What follows belongs to an exercise in optimizing a design on an open flow for a short achievable clock period and few clock cycles; a production flow would make more cautious choices.
The RTL was checked by simulation tests, not by an equivalence proof against the original design.
No activity file was given, so power comes from the tool's default toggle rates.

===== constraint.sdc =====
create_clock -name core_clock -period 10.0 [get_ports {clk}]
set_input_delay 2.0000 -clock core_clock [delete_from_list [all_inputs] [get_ports {clk}]]
set_output_delay 2.0000 -clock core_clock [all_outputs]
set_load 0.01 [all_outputs]

===== config.mk =====
export PLATFORM = sky130hd
export DESIGN_NAME = MIPS_CPU
export DESIGN_NICKNAME = MIPS_CPU
export VERILOG_FILES = /design/flow/design.v
export SDC_FILE = /design/flow/constraint.sdc
export NUM_CORES = 8
export LEC_CHECK = 0
export CAP_MARGIN = 20
export CORE_MARGIN = 2
export CORE_UTILIZATION = 40
export PLACE_DENSITY = 0.6
export SLEW_MARGIN = 20

===== run.sh =====
#!/bin/bash
# synth_recipe.tcl (not shown) runs the flow's synth.tcl, then flattens the netlist and writes it again
# the make line also repeats each setting of config.mk as NAME=value (left out here)
make -C /OpenROAD-flow-scripts/flow DESIGN_CONFIG=/design/flow/config.mk WORK_HOME=/design/flow/orfs CLKGATE_MAP_FILE= SYNTH_SCRIPT=/design/flow/synth_recipe.tcl finish

===== design.v =====
`timescale 1ns / 1ps
module control(
    input [5:0] OP,
    input [5:0]FUNC,
    output wire  [3:0]ALU_OP,
    output wire  Memtoreg, Memwrite, Alu_src, Regwrite, Syscall, Signedext, Regdst, Beq, Bne, Jr, Jmp, Jal, Shift,  Bgtz, 
    output wire[1:0]Mode
    );
    reg SLL, SRA, SRL, ADD, ADDU, SUB, AND, OR, NOR, SLT, SLTU, JR, SYSCALL, SRLV, SUBU;
    reg R_type;
	wire J,JAL,BEQ,BNE,BGTZ,ADDI,ADDIU,SLTI,ANDI,ORI,LW,SW,SB;
	assign  Mode = (SB)? 2'b00 : 2'b10;
	assign  Memtoreg = LW ;
    assign  Memwrite = SW || SB;
    assign  Alu_src = ADDI || ANDI || ADDIU || SLTI || ORI || LW || SW || SB;
    assign  Regwrite = R_type || JAL || ADDI || ANDI || ADDIU || SLTI || ORI || LW;
    assign  Syscall = SYSCALL;
    assign  Signedext = ADDI || ADDIU || SLTI || LW || SW || SB || BNE || Beq || SUBU || BGTZ;
    assign  Regdst = R_type;
    assign  Beq = BEQ;
    assign  Bne = BNE;
    assign  Jr = JR;
    assign  Jmp = J;
    assign  Jal = JAL;
    assign  Shift = SRLV ;
    assign  Bgtz = BGTZ;
	assign  ALU_OP = (ADD || ADDU || ADDI || ADDIU || LW || SW ||SB) ? 5 :
                (SLL) ? 0 :
                (SRA ) ? 1 :
                (SRL || SRLV) ? 2 :
                (SUB || SUBU) ? 6 :
                (AND || ANDI) ? 7 :
                (OR || ORI) ? 8 :
                (SLT || SLTI) ? 11 :
                (SLTU) ? 12 : 
                NOR ? 10 : 13;
    assign  J = (OP == 2);
    assign  JAL = (OP == 3);
    assign  BEQ = (OP == 4);
    assign  BNE = (OP == 5);
    assign  BGTZ = (OP == 7);
    assign  ADDI = (OP == 8);
    assign  ADDIU = (OP == 9);
    assign  SLTI = (OP == 10);
    assign  ANDI = (OP == 12);
    assign  ORI = (OP == 13);
    assign  LW = (OP == 35);
    assign  SB = (OP == 40);
    assign  SW = (OP == 43);
	always @(*) begin	
        if (OP == 0 && SYSCALL == 0)begin
            R_type = 1;
        end
        else R_type = 0;
	end
	always @(*) begin
		if(OP!=0)begin
			SLL = 0;
			SRA = 0;
			SRL = 0;
			ADD = 0;
			ADDU = 0;
			SUB = 0;
			AND = 0;
			OR = 0;
			NOR = 0;
			SLT = 0;
			SLTU = 0;
			JR = 0;
			SYSCALL = 0;
			SRLV = 0;
			SUBU = 0;
		end		
		else begin
		SLL = (FUNC == 0);
		SRL = (FUNC == 2);
		SRA = (FUNC == 3);
		SRLV = (FUNC == 6);
		JR = (FUNC == 8);
		SYSCALL = (FUNC == 12);
		ADD = (FUNC == 32);
		SUB = (FUNC == 34);
		ADDU = (FUNC == 33);
		SUBU = (FUNC == 35);
		AND = (FUNC == 36);
		OR = (FUNC == 37);
		NOR = (FUNC == 39);
		SLT = (FUNC == 42);
		SLTU = (FUNC == 43);
		end
	end
endmodule
`timescale 1ns / 1ps
module ALU(
	input [31:0] x,
	input [31:0] y,
	input [3:0] aluop,
	input [4:0] shamt,
	output reg [31:0] res1,
	output reg equ
    );
always @(*)
	begin
	equ = (x == y);
	case(aluop)
	0: res1 = y << shamt;
	1: res1 = $signed(y) >>> shamt;
	2: res1 = y >> shamt;
	5: res1 = x + y;
	6: res1 = x - y;
	7: res1 = x & y;
	8: res1 = x | y;
	9: res1 = x ^ y;
	10: res1 = ~(x | y);
	11: res1 = ($signed(x) < $signed(y)) ? 32'd1 : 32'd0;
	12: res1 = (x < y) ? 32'd1 : 32'd0;
	default: res1 = 0;
	endcase  
end
endmodule
`timescale 1ns / 1ps
module DataRelate(
	input [5:0] OP, F,
	input [4:0] EX_WriteNo, MEM_WriteNo, ID_R1No, ID_R2No,
	input EX_Write, MEM_Write,
	output R1_EX, R1_MEM, R2_EX, R2_MEM
    );
wire R1_Used, R2_Used;
assign R1_Used = ~OP[5] & ~OP[4] & ~OP[3] & ~OP[2] & ~OP[1] & ~OP[0] &  F[5] & ~F[4] & ~F[3] & ~F[2] & ~F[1] & ~F[0] |
~OP[5] & ~OP[4] & ~OP[3] & ~OP[2] & ~OP[1] & ~OP[0] &  F[5] & ~F[4] & ~F[3] & ~F[2] & ~F[1] &  F[0] |
~OP[5] & ~OP[4] & ~OP[3] & ~OP[2] & ~OP[1] & ~OP[0] &  F[5] & ~F[4] & ~F[3] & ~F[2] &  F[1] & ~F[0] |
~OP[5] & ~OP[4] & ~OP[3] & ~OP[2] & ~OP[1] & ~OP[0] &  F[5] & ~F[4] & ~F[3] &  F[2] & ~F[1] & ~F[0] |
~OP[5] & ~OP[4] & ~OP[3] & ~OP[2] & ~OP[1] & ~OP[0] &  F[5] & ~F[4] & ~F[3] &  F[2] & ~F[1] &  F[0] |
~OP[5] & ~OP[4] & ~OP[3] & ~OP[2] & ~OP[1] & ~OP[0] &  F[5] & ~F[4] & ~F[3] &  F[2] &  F[1] &  F[0] |
~OP[5] & ~OP[4] & ~OP[3] & ~OP[2] & ~OP[1] & ~OP[0] &  F[5] & ~F[4] &  F[3] & ~F[2] &  F[1] & ~F[0] |
~OP[5] & ~OP[4] & ~OP[3] & ~OP[2] & ~OP[1] & ~OP[0] &  F[5] & ~F[4] &  F[3] & ~F[2] &  F[1] &  F[0] |
~OP[5] & ~OP[4] & ~OP[3] & ~OP[2] & ~OP[1] & ~OP[0] & ~F[5] & ~F[4] &  F[3] & ~F[2] & ~F[1] & ~F[0] |
~OP[5] & ~OP[4] & ~OP[3] & ~OP[2] & ~OP[1] & ~OP[0] & ~F[5] & ~F[4] &  F[3] &  F[2] & ~F[1] & ~F[0] |
~OP[5] & ~OP[4] & ~OP[3] &  OP[2] & ~OP[1] & ~OP[0] |
~OP[5] & ~OP[4] & ~OP[3] &  OP[2] & ~OP[1] &  OP[0] |
~OP[5] & ~OP[4] &  OP[3] & ~OP[2] & ~OP[1] & ~OP[0] |
~OP[5] & ~OP[4] &  OP[3] &  OP[2] & ~OP[1] & ~OP[0] |
~OP[5] & ~OP[4] &  OP[3] & ~OP[2] & ~OP[1] &  OP[0] |
~OP[5] & ~OP[4] &  OP[3] & ~OP[2] &  OP[1] & ~OP[0] |
~OP[5] & ~OP[4] &  OP[3] &  OP[2] & ~OP[1] &  OP[0] |
 OP[5] & ~OP[4] & ~OP[3] & ~OP[2] &  OP[1] &  OP[0] |
 OP[5] & ~OP[4] &  OP[3] & ~OP[2] &  OP[1] &  OP[0] |
~OP[5] & ~OP[4] & ~OP[3] & ~OP[2] & ~OP[1] & ~OP[0] & ~F[5] & ~F[4] & ~F[3] &  F[2] &  F[1] & ~F[0] |
~OP[5] & ~OP[4] & ~OP[3] & ~OP[2] & ~OP[1] & ~OP[0] &  F[5] & ~F[4] & ~F[3] & ~F[2] &  F[1] &  F[0] |
 OP[5] & ~OP[4] &  OP[3] & ~OP[2] & ~OP[1] & ~OP[0] |
~OP[5] & ~OP[4] & ~OP[3] &  OP[2] &  OP[1] &  OP[0];
assign R2_Used = ~OP[5] & ~OP[4] & ~OP[3] & ~OP[2] & ~OP[1] & ~OP[0] & ~F[5] & ~F[4] & ~F[3] & ~F[2] & ~F[1] & ~F[0] |
~OP[5] & ~OP[4] & ~OP[3] & ~OP[2] & ~OP[1] & ~OP[0] & ~F[5] & ~F[4] & ~F[3] & ~F[2] &  F[1] &  F[0] |
~OP[5] & ~OP[4] & ~OP[3] & ~OP[2] & ~OP[1] & ~OP[0] & ~F[5] & ~F[4] & ~F[3] & ~F[2] &  F[1] & ~F[0] |
~OP[5] & ~OP[4] & ~OP[3] & ~OP[2] & ~OP[1] & ~OP[0] &  F[5] & ~F[4] & ~F[3] & ~F[2] & ~F[1] & ~F[0] |
~OP[5] & ~OP[4] & ~OP[3] & ~OP[2] & ~OP[1] & ~OP[0] &  F[5] & ~F[4] & ~F[3] & ~F[2] & ~F[1] &  F[0] |
~OP[5] & ~OP[4] & ~OP[3] & ~OP[2] & ~OP[1] & ~OP[0] &  F[5] & ~F[4] & ~F[3] & ~F[2] &  F[1] & ~F[0] |
~OP[5] & ~OP[4] & ~OP[3] & ~OP[2] & ~OP[1] & ~OP[0] &  F[5] & ~F[4] & ~F[3] &  F[2] & ~F[1] & ~F[0] |
~OP[5] & ~OP[4] & ~OP[3] & ~OP[2] & ~OP[1] & ~OP[0] &  F[5] & ~F[4] & ~F[3] &  F[2] & ~F[1] &  F[0] |
~OP[5] & ~OP[4] & ~OP[3] & ~OP[2] & ~OP[1] & ~OP[0] &  F[5] & ~F[4] & ~F[3] &  F[2] &  F[1] &  F[0] |
~OP[5] & ~OP[4] & ~OP[3] & ~OP[2] & ~OP[1] & ~OP[0] &  F[5] & ~F[4] &  F[3] & ~F[2] &  F[1] & ~F[0] |
~OP[5] & ~OP[4] & ~OP[3] & ~OP[2] & ~OP[1] & ~OP[0] &  F[5] & ~F[4] &  F[3] & ~F[2] &  F[1] &  F[0] |
~OP[5] & ~OP[4] & ~OP[3] & ~OP[2] & ~OP[1] & ~OP[0] & ~F[5] & ~F[4] &  F[3] &  F[2] & ~F[1] & ~F[0] |
~OP[5] & ~OP[4] & ~OP[3] &  OP[2] & ~OP[1] & ~OP[0] |
~OP[5] & ~OP[4] & ~OP[3] &  OP[2] & ~OP[1] &  OP[0] |
 OP[5] & ~OP[4] &  OP[3] & ~OP[2] &  OP[1] &  OP[0] |
~OP[5] & ~OP[4] & ~OP[3] & ~OP[2] & ~OP[1] & ~OP[0] & ~F[5] & ~F[4] & ~F[3] &  F[2] &  F[1] & ~F[0] |
~OP[5] & ~OP[4] & ~OP[3] & ~OP[2] & ~OP[1] & ~OP[0] &  F[5] & ~F[4] & ~F[3] & ~F[2] &  F[1] &  F[0] |
 OP[5] & ~OP[4] &  OP[3] & ~OP[2] & ~OP[1] & ~OP[0];
assign R1_EX = (ID_R1No != 5'h0) & ((ID_R1No == EX_WriteNo) & R1_Used & EX_Write);
assign R1_MEM = (ID_R1No != 5'h0) & ((ID_R1No == MEM_WriteNo) & R1_Used & MEM_Write);
assign R2_EX = (ID_R2No != 5'h0) & ((ID_R2No == EX_WriteNo) & R2_Used & EX_Write);
assign R2_MEM = (ID_R2No != 5'h0) & ((ID_R2No == MEM_WriteNo) & R2_Used & MEM_Write);
endmodule
`timescale 1ns / 1ps
module IF_ID(
	input clk,
	input rst,
	input en,
	input bubble,
	input [31:0] I_PC,
	input [31:0]I_IR,
	output reg [31:0]O_PC,
	output reg [31:0]O_IR
    );
always @(posedge clk or posedge rst)
begin
	if(rst)
	begin
		O_PC <= 0;
		O_IR <= 0;
	end
	else if(bubble)
	begin
		O_PC <= 0;
		O_IR <= 0;
	end
	else if(~en)
	begin
		O_PC <= I_PC;
		O_IR <= I_IR;
	end
end
endmodule
`timescale 1ns / 1ps
module ID_EX(
	input clk,
	input rst,
	input en,
	input bubble,
	input [31:0] I_PC, I_IR,
	input I_RegWrite, I_MemtoReg, I_MemWrite, 
	input [1:0] I_Mode,
	input I_ALU_SRC, I_BEQ, I_BNE, I_JR, I_JMP, I_JAL, I_BGTZ, I_Shamt,
	input [3:0] I_ALU_OP,
	input I_syscall, 
	input [4:0] I_Wnum,
	input [31:0] I_R1, I_R2, I_Imm,
	input I_R1_EX, I_R1_MEM, I_R2_EX, I_R2_MEM,
	output reg [31:0] O_PC, O_IR,
	output reg O_RegWrite, O_MemtoReg, O_MemWrite,
	output reg [1:0] O_Mode,
	output reg O_ALU_SRC, O_BEQ, O_BNE, O_JR, O_JMP, O_JAL, O_BGTZ, O_Shamt,
	output reg [3:0] O_ALU_OP,
	output reg O_syscall, 
	output reg [4:0] O_Wnum,
	output reg [31:0] O_R1, O_R2, O_Imm,
	output reg R1_EX, R1_MEM, R2_EX, R2_MEM
	);
always @(posedge clk or posedge rst)
begin
	if(rst)
	begin
		O_PC <= 0; O_IR <= 0;
		O_RegWrite <= 0; O_MemtoReg <= 0; O_MemWrite <= 0; O_Mode <= 0;
		O_ALU_SRC <= 0; O_BEQ <= 0; O_BNE <= 0; O_JR <= 0; O_JMP <= 0; O_JAL <= 0; O_BGTZ <= 0; O_Shamt <= 0;
		O_ALU_OP <= 0;
		O_syscall <= 0; 
		O_Wnum <= 0;
		O_R1 <= 0; O_R2 <= 0; O_Imm <= 0;	
		R1_EX <= 0; R1_MEM <= 0; R2_EX <= 0; R2_MEM <= 0;
	end
	else if(bubble)
	begin
		O_PC <= 0; O_IR <= 0;
		O_RegWrite <= 0; O_MemtoReg <= 0; O_MemWrite <= 0; O_Mode <= 0;
		O_ALU_SRC <= 0; O_BEQ <= 0; O_BNE <= 0; O_JR <= 0; O_JMP <= 0; O_JAL <= 0; O_BGTZ <= 0; O_Shamt <= 0;
		O_ALU_OP <= 0;
		O_syscall <= 0; 
		O_Wnum <= 0;
		O_R1 <= 0; O_R2 <= 0; O_Imm <= 0;
		R1_EX <= 0; R1_MEM <= 0; R2_EX <= 0; R2_MEM <= 0;
	end
	else if(~en)
	begin
		O_PC <= I_PC; O_IR <= I_IR;
		O_RegWrite <= I_RegWrite; O_MemtoReg <= I_MemtoReg; O_MemWrite <= I_MemWrite; O_Mode <= I_Mode;
		O_ALU_SRC <= I_ALU_SRC; O_BEQ <= I_BEQ; O_BNE <= I_BNE; O_JR <= I_JR; O_JMP <= I_JMP; O_JAL <= I_JAL; O_BGTZ <= I_BGTZ; O_Shamt <= I_Shamt;
		O_ALU_OP <= I_ALU_OP;
		O_syscall <= I_syscall; 
		O_Wnum <= I_Wnum;
		O_R1 <= I_R1; O_R2 <= I_R2; O_Imm <= I_Imm;
		R1_EX <= I_R1_EX; R1_MEM <= I_R1_MEM; R2_EX <= I_R2_EX; R2_MEM <= I_R2_MEM;
	end
end
endmodule
`timescale 1ns / 1ps
module EX_MEM(
	input clk,
	input rst,
	input en,
	input bubble,
	input [31:0] I_PC, I_IR,
	input I_RegWrite, I_MemtoReg, I_MemWrite, I_JAL, I_Halt,
	input [31:0] I_res1, I_mem_din,
	input [4:0] I_Wnum,
	input [1:0] I_mode,
	output reg [31:0] O_PC, O_IR, 
	output reg O_RegWrite, O_MemtoReg, O_MemWrite, O_JAL, O_Halt,
	output reg [31:0] O_res1, O_mem_din,
	output reg [4:0] O_Wnum,
	output reg [1:0] O_mode
    );
always @(posedge clk or posedge rst)
begin
	if(rst)
	begin
	O_PC <= 0; O_IR <= 0; 
	O_RegWrite <= 0; O_MemtoReg <= 0; O_MemWrite <= 0; O_JAL <= 0; O_Halt <= 0; 
	O_res1 <= 0; O_mem_din <= 0; 
	O_Wnum <= 0; 
	O_mode <= 0; 
	end
	else if(bubble)
	begin
	O_PC <= 0; O_IR <= 0; 
	O_RegWrite <= 0; O_MemtoReg <= 0; O_MemWrite <= 0; O_JAL <= 0; O_Halt <= 0; 
	O_res1 <= 0; O_mem_din <= 0; 
	O_Wnum <= 0; 
	O_mode <= 0; 
	end
	else if(~en)
	begin
	O_PC <= I_PC; O_IR <= I_IR; 
	O_RegWrite <= I_RegWrite; O_MemtoReg <= I_MemtoReg; O_MemWrite <= I_MemWrite; O_JAL <= I_JAL; O_Halt <= I_Halt; 
	O_res1 <= I_res1; O_mem_din <= I_mem_din; 
	O_Wnum <= I_Wnum; 
	O_mode <= I_mode; 
	end
end
endmodule
`timescale 1ns / 1ps
module MEM_WB(
	input clk,
	input rst,
	input en,
	input bubble,
	input [31:0] I_PC, I_IR,
	input I_RegWrite, I_MemtoReg, I_jal, 
	input [31:0] I_res1, I_MemOut,
	input [4:0] I_Wnum,
	output reg [31:0] O_PC, O_IR,
	output reg O_RegWrite, O_MemtoReg, O_jal, 
	output reg [31:0] O_res1, O_MemOut,
	output reg [4:0] O_Wnum
    );
always @(posedge clk or posedge rst)
begin
	if(rst)
	begin
	O_PC <= 0; O_IR <= 0;
	O_RegWrite <= 0; O_MemtoReg <= 0; O_jal <= 0; 
	O_res1 <= 0; O_MemOut <= 0;
	O_Wnum <= 0;
	end
	else if(bubble)
	begin
	O_PC <= 0; O_IR <= 0;
	O_RegWrite <= 0; O_MemtoReg <= 0; O_jal <= 0; 
	O_res1 <= 0; O_MemOut <= 0;
	O_Wnum <= 0;
	end
	else if(~en)
	begin
	O_PC <= I_PC; O_IR <= I_IR;
	O_RegWrite <= I_RegWrite; O_MemtoReg <= I_MemtoReg; O_jal <= I_jal; 
	O_res1 <= I_res1; O_MemOut <= I_MemOut;
	O_Wnum <= I_Wnum;
	end
end
endmodule
`timescale 1ns / 1ps
module RegFile(
	input [4:0] R1_num,
	input [4:0] R2_num,
	input [4:0] W_num,
	input [31:0] Din,
	input WE,
	input clk,
	output [31:0] R1_data,
	output [31:0] R2_data
    );
reg [31:0] Reg [1:31];
always @(posedge clk)
begin
	if(WE && W_num != 5'd0) Reg[W_num] <= Din;
end
assign R1_data = (R1_num == 5'd0) ? 32'd0 :
                 (WE && W_num == R1_num) ? Din : Reg[R1_num];
assign R2_data = (R2_num == 5'd0) ? 32'd0 :
                 (WE && W_num == R2_num) ? Din : Reg[R2_num];
endmodule
`timescale 1ns / 1ps
module LedData(Syscall, R1, R2, clk, clr, data);
    input Syscall, clk, clr;
    input [31:0] R1, R2;
    output reg [31:0]data;
    wire show;
    assign show = Syscall & (R1 == 34);
    always @(posedge clr or posedge clk) begin
		if(clr == 1) begin
			data <= 0;
		end
		else if(show == 1) begin
			data <= R2;
		end
	end
endmodule
`timescale 1ns / 1ps
module Counter(running, clk, clr, count);
    input running,clk,clr;
    output reg [31:0] count;
    always @(posedge clk) begin
     if(clr) count <= 0;
      else  if(running) count <= count+1;
    end
endmodule
`timescale 1ns / 1ps
module RAM
    (Addr, data_in, Mode, memWrite,  clk, clr, data_out,mem_probe,probe);
    parameter
        byte_mode       = 2'b00,
        dbyte_mode      = 2'b01,
        word_mode       = 2'b10,
        Addr_Width      = 7;
    input [31:0] data_in;
    input [Addr_Width - 1 : 0] Addr;
    input [1:0] Mode;
    input memWrite,  clk, clr;
    output wire [31:0] data_out;
    output wire [31:0] mem_probe ;
    input  wire [Addr_Width - 3:0] probe;
    wire [31:0] words [0:2**(Addr_Width - 2)-1];
    wire [31:0] select;
    wire [Addr_Width - 3:0]index;
    assign index = Addr[Addr_Width - 1:2];
    assign select = words[index];
    assign mem_probe = words[probe];
    reg [31:0] merged;
    always @(*) begin
        merged = select;
        case(Mode)
            dbyte_mode: begin
                if(Addr[1:1]==0) merged[15:0] = data_in[15:0];
                else merged[31:16] = data_in[15:0];
            end
            word_mode: merged = data_in;
            byte_mode: begin
                case(Addr[1:0])
                    2'd0: merged[7:0] = data_in[7:0];
                    2'd1: merged[15:8] = data_in[7:0];
                    2'd2: merged[23:16] = data_in[7:0];
                    default: merged[31:24] = data_in[7:0];
                endcase
            end
            default: merged = select;
        endcase
    end
    genvar w;
    generate
        for (w = 0; w < 2**(Addr_Width - 2); w = w + 1) begin : g_word
            reg [31:0] word;
            always @(posedge clk or posedge clr) begin
                if(clr) word <= 32'h0;
                else if(memWrite && index == w) word <= merged;
            end
            assign words[w] = word;
        end
    endgenerate
    wire [15:0] out_31_16;
    wire [7:0] out_7_0, out_15_8;
    assign out_7_0 = (Mode == byte_mode)?(
                 (Addr[1:0] == 2'b00)?select[7:0]:
                            ((Addr[1:0] == 2'b01)?select[15:8]:
                                ((Addr[1:0] == 2'b10)?select[23:16]:select[31:24]))):
                            ((Mode == dbyte_mode)?
                            ((Addr[1] == 0)?select[7:0]:select[23:16]):select[7:0]);
    assign out_15_8 = (Mode == byte_mode)?(8'b0):
                            ((Mode == dbyte_mode)?
                            ((Addr[1] == 1)?select[31:24]:select[15:8]):select[15:8]);
    assign out_31_16 = (Mode == word_mode)?select[31:16]:16'b0;
    assign data_out = {out_31_16, out_15_8, out_7_0};
endmodule
`timescale 1ns / 1ps
module MIPS_CPU(
	input rst, Go, clk,
	output [31:0] Leddata, Count_cycle, Count_branch, Count_jmp,
	input [4:0] probe,
	output [31:0] mem_probe,
	output [9:0] imem_addr,
	input [31:0] imem_data,
	output halted
    );
wire Memtoreg, Memwrite, Alu_src, Regwrite, Syscall, Signedext,
 Regdst, Beq, Bne, Jr, Jmp, Jal, Shift,  Bgtz;
reg [31:0] PC;
wire [31:0] ID_PC, EX_PC, MEM_PC, WB_PC;
wire [31:0] ID_IR, EX_IR, MEM_IR, WB_IR;
wire [5:0] OP, Func;
wire [3:0] ALU_OP;
wire [31:0] instr;
wire [1:0] Mode;
assign OP = ID_IR[31:26];
assign Func = ID_IR[5:0];
control control1(OP, Func, ALU_OP, Memtoreg, Memwrite, Alu_src, 
	Regwrite, Syscall, Signedext, Regdst, Beq, Bne, Jr, Jmp, 
    Jal, Shift, Bgtz, Mode);
wire [15:0]high = ID_IR[15] ? 16'hFFFF : 16'h0;
wire [31:0]imm = (Signedext) ? {high, ID_IR[15:0]} : {16'h0, ID_IR[15:0]};
wire LoadUse;
wire branch;
reg run;
wire EN1, EN2, EN3, EN4;
assign EN1 = LoadUse | ~run;
assign EN2 = ~run;
assign EN3 = ~run;
assign EN4 = ~run;
wire bubble1, bubble2, bubble3, bubble4;
assign bubble1 = branch;
assign bubble2 = branch | LoadUse;
assign bubble3 = 0;
assign bubble4 = 0;
assign imem_addr = PC[11:2];
assign instr = imem_data;
IF_ID IF_ID1(clk, rst, EN1, bubble1, PC, instr, ID_PC, ID_IR);
wire [4:0] R1_in, R2_in, W_in;
wire [31:0] R1_out, R2_out, Din;
assign R1_in = (Syscall == 1) ? 5'b00010 : ID_IR[25:21];
assign R2_in = (Syscall == 1) ? 5'b00100 : ID_IR[20:16];
assign W_in = (Jal == 1) ? 5'b11111 : 
			  (Regdst == 0) ? ID_IR[20:16] : ID_IR[15:11];
wire EX_RegWrite, EX_MemtoReg, EX_MemWrite;
wire [1:0]EX_Mode;
wire EX_ALU_SRC, EX_BEQ, EX_BNE, EX_JR, EX_JMP, EX_JAL, EX_BGTZ;
wire [3:0] EX_ALU_OP;
wire EX_syscall, EX_Shamt;
wire [4:0] EX_Wnum;
wire [31:0] EX_R1, EX_R2, EX_Imm;
wire R1_EX, R1_MEM, R2_EX, R2_MEM;
wire I_R1_EX, I_R1_MEM, I_R2_EX, I_R2_MEM;
assign LoadUse = (I_R1_EX | I_R2_EX) & EX_MemtoReg & ~EX_JAL;
ID_EX ID_EX1(clk, rst, EN2, bubble2, ID_PC, ID_IR, Regwrite, 
	Memtoreg, Memwrite, Mode, Alu_src, Beq, Bne, Jr, Jmp, Jal, 
	Bgtz, Shift, ALU_OP, Syscall, W_in, R1_out, R2_out, imm, 
	I_R1_EX, I_R1_MEM, I_R2_EX, I_R2_MEM,
	EX_PC, EX_IR, EX_RegWrite, EX_MemtoReg, EX_MemWrite, EX_Mode,
	EX_ALU_SRC, EX_BEQ, EX_BNE, EX_JR, EX_JMP, EX_JAL, EX_BGTZ, 
	EX_Shamt, EX_ALU_OP, EX_syscall, EX_Wnum, EX_R1, EX_R2, EX_Imm,
	R1_EX, R1_MEM, R2_EX, R2_MEM);
wire [31:0] EX_O_R1, EX_O_R2;
wire [31:0] X, Y;
wire [4:0] shamt;
wire [31:0] EX_res1;
wire equal;
assign X = EX_O_R1;
assign Y = EX_ALU_SRC ? EX_Imm : EX_O_R2;
assign shamt = (EX_Shamt == 1) ? EX_O_R1 : EX_IR[10:6];
ALU alu1 (X, Y, EX_ALU_OP, shamt, EX_res1, equal);
LedData led(EX_syscall, EX_O_R1, EX_O_R2, clk, rst, Leddata);
wire EX_Halt = EX_syscall & (EX_O_R1 != 32'h22);
wire MEM_RegWrite, MEM_MemtoReg, MEM_MemWrite, MEM_JAL, MEM_Halt;
wire [31:0] MEM_res1, MEM_MemDin;
wire [4:0] MEM_Wnum;
wire [1:0] MEM_mode;
wire [31:0] EX_MemDin = EX_O_R2;
EX_MEM EX_MEM1(
	clk, rst, EN3, bubble3, EX_PC, EX_IR, EX_RegWrite, EX_MemtoReg,
	EX_MemWrite, EX_JAL, EX_Halt, EX_res1, EX_MemDin, 
	EX_Wnum, EX_Mode,
	MEM_PC, MEM_IR, 
	MEM_RegWrite, MEM_MemtoReg, MEM_MemWrite, MEM_JAL, MEM_Halt,
	MEM_res1, MEM_MemDin,
	MEM_Wnum, 
	MEM_mode
	);
assign halted = ~run;
always @(posedge clk or posedge rst) begin : proc_run
	if(rst) begin
		run <= 1;
	end else if(Go) begin
		run <= 1;
	end else if(MEM_Halt) begin
		run <= 0;
	end 
end
wire [31:0]MEM_MemOut;
parameter RAM_Width = 7;
RAM RAM1(MEM_res1[RAM_Width - 1:0], MEM_MemDin, MEM_mode, 
	MEM_MemWrite, clk, rst, MEM_MemOut, mem_probe, probe);
wire WB_RegWrite, WB_MemtoReg, WB_jal; 
wire [31:0] WB_res1, WB_MemOut;
wire [4:0] WB_Wnum;
MEM_WB MEM_WB1(
	clk, rst, EN4, bubble4, MEM_PC, MEM_IR,
	MEM_RegWrite,  MEM_MemtoReg, MEM_JAL, 
	MEM_res1, MEM_MemOut, MEM_Wnum,
	WB_PC, WB_IR,
	WB_RegWrite, WB_MemtoReg, WB_jal, 
	WB_res1, WB_MemOut,
	WB_Wnum
	);
wire [31:0] WB_NPC;
assign WB_NPC = WB_PC + 4;
assign Din = (WB_jal == 1) ? WB_NPC : 
			  (WB_MemtoReg == 1) ? WB_MemOut : WB_res1;
RegFile regFile1(R1_in, R2_in, WB_Wnum, Din, WB_RegWrite, clk,
	R1_out, R2_out);
DataRelate DataRelate1(OP, Func, EX_Wnum, MEM_Wnum, R1_in, R2_in, 
	EX_RegWrite, MEM_RegWrite, I_R1_EX, I_R1_MEM, I_R2_EX, I_R2_MEM);
wire Branch_Rel = (EX_BNE & ~equal) | (EX_BEQ & equal) | 
	(EX_BGTZ & ~EX_O_R1[31] & (EX_O_R1 != 0));
wire Branch_Abs = EX_JMP | EX_JAL;
wire Branch_Reg = EX_JR;
assign branch = Branch_Rel | Branch_Abs | Branch_Reg;
wire [31:0]RelateAddr = EX_PC + 32'h4 + (EX_Imm << 2);
wire [31:0]AbsoluteAddr = {EX_PC[31:28], EX_IR[25:0], 2'b00};
wire [31:0]RegAddr = EX_O_R1;
assign EX_O_R1 = R1_EX ? MEM_res1 : R1_MEM ? Din : EX_R1;
assign EX_O_R2 = R2_EX ? MEM_res1 : R2_MEM ? Din : EX_R2;
always @(posedge clk or posedge rst) begin : proc_PC
	if(rst) begin
		PC <= 0;
	end else if(run & ~LoadUse) begin
		PC <= Branch_Reg ? RegAddr : 
			  Branch_Abs ? AbsoluteAddr : 
			  Branch_Rel ? RelateAddr : PC + 4;
	end
end
Counter count1(run, clk, rst, Count_cycle);
Counter count2(run & Branch_Rel, clk, rst, Count_branch);
Counter count3(run & (Branch_Abs | Branch_Reg), 
				clk, rst, Count_jmp);
endmodule

==> flow_metrics.py <==
metrics = {
    "outcome": {
        "outcome": "timing/DRC/antenna clean",
    },
    "timing": {
        "finalCritPeriodShare_pct": 82.18,
        "timing.slew.headroom_pct": 13.54,
        "final-hold-violation-count": 0,
        "tns_ns": 0,
        "skew_ns": 0.1148,
        "period_minus_slack_ns": 8.218,
        "worst_slew_pin_slew_ns": 1.294,
        "setup_viol": 0,
        "rsz0062_at_grt": "false",
        "max_freq_ghz": 0.1217,
        "slew_violations": 0,
    },
    "yosys": {
        "synth_cell_types": 101,
        "avgSynthCellArea_um2": 9.672,
        "syn_inst": 14200,
        "synth_fp_nets": 14400,
        "yosys_warnings": 11,
        "synth_edf_count": 992,
        "yosysSeqAreaShare_pct": 50.64,
        "postSynthRegisterBits": 2601,
        "synthFlopType": "dfrtp_1",
        "synth.cell_area_um2": 137400,
        "async_flop_share_pct": 58.17,
    },
    "worst_setup_path": {
        "cp.required_ns": 10.83,
        "r2r_start": "MEM_WB1.O_PC[2]",
        "path_class": "reg -> reg",
        "cp-start-kind": "flip-flop",
        "regToRegEndpoint": "ID_EX1.O_PC[17]",
        "cp.arrival_ns": 9.05,
        "crit_path_end_kind": "flip-flop",
        "worstPathCellList": "ha_1, nand4_1, mux2_2, and2_1, buf_4, mux2i_1, nor2_1, a21oi_1, ha_1, or4_1, or2_1, nor2_1, nand3_1, mux2i_1, nand3_1, or3_4, o21ai_4, and4_4, a22o_1",
        "cpLargestDelayFamily": "simple AND/OR/NAND/NOR gates",
        "critical-path-slowest-cell": "and4_4",
        "ff2ff_setup_slack_ns": 1.78,
        "rr_worst_depth": 19,
        "critPathMaxStageDelay_ns": 0.97,
        "critPathMaxFanout": 81,
        "cp_num_buf_inv": 1,
    },
    "detailed_routing": {
        "antenna_left": 0,
        "drt_iter0_drc": 20920,
        "wl_per_cell_um": 34.86,
        "vias_per_cell": 6.780,
        "drc": 0,
        "drt-total-wl_um": 651300,
        "vias": 126700,
        "first_pass_iters": 8,
    },
    "worst_hold_path": {
        "hold_path.class": "reg -> reg",
        "min_path_cells": 1,
        "hold_path_end": "ID_EX1.O_Imm[8]",
        "hp-start": "IF_ID1.O_IR[8]",
    },
    "grt": {
        "antenna_found_initial": 52,
        "overflow": 0,
        "grt_pass1_vias": 116500,
        "grt_pass1_wl_um": 905200,
        "grt_max_degree": 155,
        "track_usage_pct": 36.03,
    },
    "cells_and_area": {
        "layout_commonest_cell": "nand2_1",
        "layoutNonFillerInstCount": 18680,
        "top_register": "RAM1.g_word.word",
        "area_growth_pct": 13.55,
        "nNetsFinal": 14060,
        "largest_registers": "RAM1.g_word.word x1024, regFile1.Reg x992",
        "fin_util_pct": 45.55,
        "multiInputGateArea_um2": 63970,
        "largest_register_ffs": 1024,
        "layout_common_cells": "nand2_1 (2405), dfrtp_1 (1497), o21ai_0 (1350)",
        "register_area_um2": 69610,
        "drive_gt1_share_pct": 10.83,
        "n_fill_cell": 32210,
    },
    "clock_tree": {
        "cts_tree": "yes",
        "hold_buffers": 0,
        "cts_resized": 0,
        "htreeDepth": 5,
        "post_cts_buffers": 0,
        "clk_path_buf_depth": 4,
        "cts_root_buf": "clkbuf_16",
        "cts.clk_slew.worst_paths_ns": 0.07,
        "cts-buffers-inserted": 300,
        "cts.sinks": 2601,
        "clk_latency_ns": 0.98,
    },
    "power": {
        "power_leakage_nw": 61.14,
        "finalPower_mw": 33.00,
        "p_per_area_nw_per_um2": 211.6,
        "ir_drop_uv": 155.6,
    },
    "floorplan": {
        "start_util_pct": 40.12,
        "die_w_um": 590.0,
        "die_y_um": 590.0,
        "rows": 215,
        "io_pins": 211,
        "dieArea_um2": 348100,
        "core_um2": 342400,
    },
    "flow_run": {
        "maxCapViolations": 0,
    },
    "place": {
        "place_hpwl_um": 398400,
        "routabilityCongestion": 1.021,
        "placed_cells": 18110,
        "port_buffers": 210,
    },
}
-- routing by layer --
| metal | track usage [%] | up-vias | share of wire (%) |
|---|---|---|---|
| met5 | 0.09579 | - | 0.043 |
| met4 | 20.00 | 36 | 6.9 |
| met3 | 12.25 | 2482 | 14 |
| met2 | 50.26 | 9919 | 40 |
| met1 | 48.69 | 61880 | 39 |
| li1 | - | 52370 | - |
-- stage by stage --
step / setup slack, ns / hold slack, ns / area, um^2
finish: 1.782 / 0.4779 / 156000
global route: 1.616 / 0.5025 / 155900
CTS: 2.165 / 0.4825 / 155700
detailed placement: 2.217 / 0.4712 / 145400
global placement: 2.195 / 0.4646 / 145300
floorplan: -16.33 / 0.4492 / 137400
-- final cells by class --
cell class / instances / share of cell area, %
Antenna cell: 34 / 0.05454
Clock buffer: 395 / 5.466
Clock inverter: 139 / 1.161
Inverter: 180 / 0.4372
Multi-Input combinational cell: 10160 / 41.01
Sequential cell: 2601 / 44.62
Tap cell: 4557 / 3.655
Timing Repair Buffer: 621 / 3.590
-- synth_stat cells, types with 192 or more instances --
cell	n	share of area (%)
o21ai_0	1357	4.9
clkbuf_1	1081	3.0
a22oi_1	689	3.8
a21oi_1	634	2.3
nor3_1	192	0.70
edfxtp_1	992	22
nand3_1	300	1.1
mux2_2	306	2.5
dfrtp_1	1512	28
nor2_1	681	1.9
a211oi_1	228	1.2
nor2b_1	198	0.90
mux2i_1	434	3.2
nand2_1	2448	6.7
a22o_1	294	1.9
a221oi_1	281	1.8
-- worst max path at each step --
stage | slack, ns | startpoint | cells after the start | end
floorplan | -16.33 | rst | 3 | count1.count[10]
global placement | 2.19 | probe[1] | 9 | mem_probe[6]
detailed placement | 2.22 | MEM_WB1.O_PC[2] | 19 | ID_EX1.O_PC[5]
CTS | 2.17 | MEM_WB1.O_PC[2] | 19 | ID_EX1.O_PC[17]
global route | 1.62 | MEM_WB1.O_PC[2] | 19 | ID_EX1.O_PC[17]
finish | 1.78 | MEM_WB1.O_PC[2] | 19 | ID_EX1.O_PC[17]
-- where the power goes --
group	switching, mW	internal (mW)	total (mW)
logic	5.71	2.42	8.14
registers	1.06	12.0	13.1
clock network	4.81	7.00	11.8
total	11.6	21.4	33.0
-- cell families (layout without fill, tap and decap cells) --
group | count (synthesis) | count (layout) | share of synthesized area (%)
AND/OR/NAND/NOR | 4435 | 4435 | 14.26
XOR/XNOR | 141 | 141 | 0.8990
flip-flops | 2601 | 2601 | 50.64
adder cells (fa/ha/maj) | 161 | 161 | 1.483
multiplexers | 743 | 743 | 5.720
AO/OA/AOI/OAI | 4677 | 4677 | 22.93
buffers and inverters | 1445 | 1335 | 4.068
other | 0 | 34 | 0
-- worst register-to-register path: cells and delay by family, from the launching register on --
kind	cells	cell delay [ns]
AO/OA/AOI/OAI	3	1.38
AND/OR/NAND/NOR	10	3.83
buffers and inverters	1	0.26
adder cells (fa/ha/maj)	2	1.10
multiplexers	3	1.01
flip-flops	1	0.56
Testbench counts, summed over its fixed seeds: cycles 108,070.

==> what the ideal ports hide <==
The flow's constraints put no driver on any port. The routed layout listed below was extracted and timed again, unchanged, in two steps.
Step 1 assumes that a clkbuf_16 drives the clock port and a buf_2 every other input.
Step 2, shift: input delay + t, output delay - t, t = (earliest + latest rising clock arrival at the registers) / 2. This alone moves slack from input paths to output paths.
a / b / c = ideal ports / drivers / drivers and shift; a / b = the first two.
t, ns: 1.032
setup WS [ns]: 1.782 / 1.782 / 1.782
pins driven straight from the clock port: 1
After both steps this run still meets setup and hold. For this run, drivers alone change the setup slack by 0.000 ns; drivers and shift together by 0.000 ns.
